This design comes from an exercise in tuning for small area on the open sky130 flow, not from production work. Function was checked by simulation only, so behaviour that the tests miss may differ from the original. No activity file was given, so power comes from the tool's default toggle rates.

==> module dspl_drv_NexysA7, before the edit <==
module dspl_drv_NexysA7
(
  input clock, reset,
  input [6:0] count_sec, count_min,
  input [1:0] potencia,
  output [7:0] an, dec_cat
);
  reg [6:0] prescaler;
  reg [2:0] dig_selection;
  reg [3:0] selected_dig;
  wire tick = prescaler == 7'h71;
  always @(posedge clock or posedge reset)
  begin
    if (reset == 1'b1) begin
      prescaler     <= 7'h30;
      dig_selection <= 3'd0;
    end
    else begin
      prescaler <= {prescaler[5:0], prescaler[6] ^ prescaler[5] ^ tick};
      if (tick)
        dig_selection <= dig_selection + 3'd1;
    end
  end
  wire [6:0] value = dig_selection[1] ? count_min : count_sec;
  wire [3:0] digit = dig_selection[0] ? value / 7'd10 : value % 7'd10;
  always @(posedge clock)
    if (tick)
      selected_dig <= digit;
  wire show_timer = dig_selection != 3'd0 && dig_selection[2:1] != 2'b11 && dig_selection != 3'd5;
  wire show_power = dig_selection == 3'd6;
  wire [3:0] d = show_timer ? selected_dig : 4'd0;
  assign an = {2'b11, !show_power, 1'b1,
               !(dig_selection == 3'd4), !(dig_selection == 3'd3),
               !(dig_selection == 3'd2), !(dig_selection == 3'd1)};
  reg [6:0] seg;
  always @*
  begin
    case (d)
      4'h0 : seg = 7'b0000001;
      4'h1 : seg = 7'b1001111;
      4'h2 : seg = 7'b0010010;
      4'h3 : seg = 7'b0000110;
      4'h4 : seg = 7'b1001100;
      4'h5 : seg = 7'b0100100;
      4'h6 : seg = 7'b0100000;
      4'h7 : seg = 7'b0001111;
      4'h8 : seg = 7'b0000000;
      4'h9 : seg = 7'b0000100;
      4'hA : seg = 7'b0001000;
      4'hB : seg = 7'b1100000;
      4'hC : seg = 7'b0110001;
      4'hD : seg = 7'b1000010;
      4'hE : seg = 7'b0110000;
      default : seg = 7'b0111000;
    endcase
  end
  wire [7:0] pot_cat = (potencia == 2'd1) ? 8'b11101111 :
                       (potencia == 2'd2) ? 8'b11111101 :
                       (potencia == 2'd3) ? 8'b01111111 :
                       8'b11111111;
  assign dec_cat = show_power ? pot_cat : {seg, 1'b1};
endmodule
==> module timer, before the edit <==
module timer
(
    input start, stop, pause, clock, reset,
    input [6:0] min,
    input [5:0] sec,
    input [1:0] potencia,
    output reg done,
    output [7:0] an, dec_cat
);
    reg [1:0] EA;
    reg [6:0] count_sec;
    reg [6:0] count_min;
    reg [16:0] clock_count;
    reg start_int, stop_int;
    reg pause_int, pause_wait, pause_ready;
    reg [7:0] pause_cnt;
    wire ck1seg_rise = clock_count == 17'h19201;
    wire sec_zero = count_sec == 7'd0;
    wire pause_130 = !pause_cnt[0] && pause_cnt[2] && pause_cnt[3] && pause_cnt[4] && pause_cnt[5] && pause_cnt[6];
    always @(posedge clock or posedge reset)
    begin
        if (reset) begin
            start_int  <= 1'b0;
            stop_int   <= 1'b0;
            pause_int  <= 1'b0;
            pause_wait <= 1'b0;
        end
        else begin
            start_int <= start;
            stop_int  <= stop;
            pause_int <= !pause_int && !pause_wait && pause;
            if (pause_int)
                pause_wait <= 1'b1;
            else if (!pause && pause_ready)
                pause_wait <= 1'b0;
        end
    end
    always @(posedge clock)
    begin
        pause_cnt   <= ~({8{pause_int}} | {pause_cnt[6:0], pause_cnt[7] ^ pause_cnt[2]});
        pause_ready <= !pause_int && (pause_ready || pause_130);
    end
    always @(posedge clock or posedge reset)
    begin
        if (reset)
            clock_count <= 17'h1a626;
        else
            clock_count <= {clock_count[15:0], clock_count[16] ^ clock_count[13] ^ ck1seg_rise};
    end
    always @(posedge clock or posedge reset)
    begin
        if (reset) begin
            EA <= 2'd0;
            done <= 1'b0;
        end else begin
            case (EA)
                2'd0: begin
                    if (start_int)
                        EA <= 2'd1;
                end
                2'd1: begin
                    done <= 1'b0;
                    if (pause_int)
                        EA <= 2'd2;
                    else if (stop_int || (sec_zero && count_min == 7'd0)) begin
                        EA <= 2'd0;
                        done <= 1'b1;
                    end
                end
                2'd2: begin
                    if (pause_int || start_int)
                        EA <= 2'd1;
                    else if (stop_int) begin
                        EA <= 2'd0;
                        done <= 1'b1;
                    end
                end
                default: ;
            endcase
        end
    end
    always @(posedge clock or posedge reset)
    begin
        if (reset) begin
            count_sec <= 7'd0;
            count_min <= 7'd0;
        end else if (ck1seg_rise) begin
            if (EA == 2'd0) begin
                count_sec <= {1'b0, sec};
                count_min <= (min >= 7'd100) ? 7'd99 : min;
            end
            if (EA == 2'd1) begin
                if (sec_zero && count_min != 7'd0) begin
                    count_sec <= 7'd59;
                    count_min <= count_min - 7'd1;
                end else
                    count_sec <= count_sec - 7'd1;
            end
        end
    end
    dspl_drv_NexysA7 display(.clock(clock), .reset(reset), .count_sec(count_sec),
                             .count_min(count_min), .potencia(potencia), .an(an), .dec_cat(dec_cat));
endmodule
clock: 10.0 ns
lec_check: 0
abc_area: 1
cap_margin: 20
core_margin: 2
core_utilization: 60
slew_margin: 20
standard.sh (not shown) runs the stock make flow with config.mk's settings and CLKGATE_MAP_FILE= SYNTH_SCRIPT=/design/flow/synth_recipe.tcl, a recipe that flattens the netlist after the stock synthesis.
==> flow/flow/run.sh <==
#!/bin/bash
set -euo pipefail
here=$(pwd)
sed "s|SYNTH_SCRIPT=[^ ]*|SYNTH_SCRIPT=$here/flow/my_synth.tcl|" standard.sh > my_standard.sh
grep -q "SYNTH_SCRIPT=$here/flow/my_synth.tcl" my_standard.sh
bash my_standard.sh synth > synth_run.log 2>&1
export BUFFER_PORTS_ARGS="-buffer_cell sky130_fd_sc_hd__buf_1"
export CTS_ARGS="-sink_clustering_enable -repair_clock_nets -buf_list sky130_fd_sc_hd__clkbuf_8 -dont_use_dummy_load"
bash standard.sh > standard_run.log 2>&1
==> flow/flow/area.abc <==
strash
ifraig
&get -n
&deepsyn -T 60
&put
dch -f
amap
==> flow/flow/my_synth.tcl <==
# synth_recipe.tcl (ORFS synthesis without Yosys's fsm and share passes, then
# flattened and renamed), except that the ABC step runs flow/area.abc, an
# area-oriented script, in place of ORFS's own. The registers are mapped
# before ABC runs, so they are the standard synthesis's.
proc synth {args} { yosys synth -nofsm -noshare {*}$args }
set my_abc_script [file normalize [file join [file dirname [info script]] area.abc]]
proc my_abc_args {args_in} {
  set out {}
  set skip ""
  foreach a $args_in {
    if {$skip eq "-script"} { lappend out -script $::my_abc_script; set skip ""; continue }
    if {$skip eq "-D"} { set skip ""; continue }
    if {$a eq "-script" || $a eq "-D"} { set skip $a; continue }
    lappend out $a
  }
  return $out
}
set fh [open $::env(SCRIPTS_DIR)/synth.tcl]
set src [read $fh]
close $fh
set src [string map [list {log_cmd abc {*}$abc_args} {log_cmd abc {*}[my_abc_args $abc_args]}] $src]
if {[string first {my_abc_args $abc_args} $src] < 0} { error "abc call not found in synth.tcl" }
uplevel #0 $src
# left out here: clear keep_hierarchy, flatten, clean up, hide names made inside functions, write 1_2_yosys.v
The first run passed the timing, design-rule and antenna checks.
Then changed:
--- a/flow/design.v
+++ b/flow/design.v
@@ -69,14 +69,15 @@
     end
   end
   wire [6:0] value = dig_selection[1] ? count_min : count_sec;
   wire [3:0] digit = dig_selection[0] ? value / 7'd10 : value % 7'd10;
-  always @(posedge clock)
-    if (tick)
-      selected_dig <= digit;
-  wire show_timer = dig_selection != 3'd0 && dig_selection[2:1] != 2'b11 && dig_selection != 3'd5;
+  always @(posedge clock or posedge reset)
+    if (reset == 1'b1)
+      selected_dig <= 4'd0;
+    else if (tick)
+      selected_dig <= dig_selection[2] ? 4'd0 : digit;
   wire show_power = dig_selection == 3'd6;
-  wire [3:0] d = show_timer ? selected_dig : 4'd0;
+  wire [3:0] d = selected_dig;
   assign an = {2'b11, !show_power, 1'b1,
                !(dig_selection == 3'd4), !(dig_selection == 3'd3),
                !(dig_selection == 3'd2), !(dig_selection == 3'd1)};
   reg [6:0] seg;
@@ -124,8 +125,9 @@
     reg pause_int, pause_wait, pause_ready;
     reg [7:0] pause_cnt;
     wire ck1seg_rise = clock_count == 17'h19201;
     wire sec_zero = count_sec == 7'd0;
+    wire [6:0] count_dec = (sec_zero && count_min != 7'd0 ? count_min : count_sec) - 7'd1;
     wire pause_130 = !pause_cnt[0] && pause_cnt[2] && pause_cnt[3] && pause_cnt[4] && pause_cnt[5] && pause_cnt[6];
     always @(posedge clock or posedge reset)
     begin
         if (reset) begin
@@ -200,11 +202,11 @@
             end
             if (EA == 2'd1) begin
                 if (sec_zero && count_min != 7'd0) begin
                     count_sec <= 7'd59;
-                    count_min <= count_min - 7'd1;
+                    count_min <= count_dec;
                 end else
-                    count_sec <= count_sec - 7'd1;
+                    count_sec <= count_dec;
             end
         end
     end
     dspl_drv_NexysA7 display(.clock(clock), .reset(reset), .count_sec(count_sec),
Setup slack gains 1.1 ns.
Combinational power shrinks by 4.3%.
Synthesized cell count fell by 1.9%.
Final area goes down by 1.6%.
Clock skew is about the same.

[what the ideal ports hide]
The results above use ideal ports. As a check the final layouts listed here were re-extracted and re-timed, cells and wires unchanged. Step 1: set_driving_cell puts a clkbuf_16 on clock and a buf_2 on each other input, an assumption about the parent block. Step 2 times the ports against the registers' clock, not the clock port: input delays grow and output delays shrink by t, the midpoint of the rising clock arrivals with the driver on. a / b / c = no drivers / after step 1 / after step 2; a / b = the first two.
run | t, ns | setup WS [ns] | hold slack, ns | cell pins on the clock port's net
the first run | 0.479 | 4.611 / 4.574 / 5.053 | 0.345 / 0.345 / 0.345 | 1
the second run | 0.469 | 5.673 / 5.636 / 5.276 | 0.367 / 0.367 / 0.367 | 1
After both steps every run listed still meets setup and hold. For the second run, which loses most, drivers alone change the setup slack by -0.037 ns; drivers and shift together by -0.397 ns.
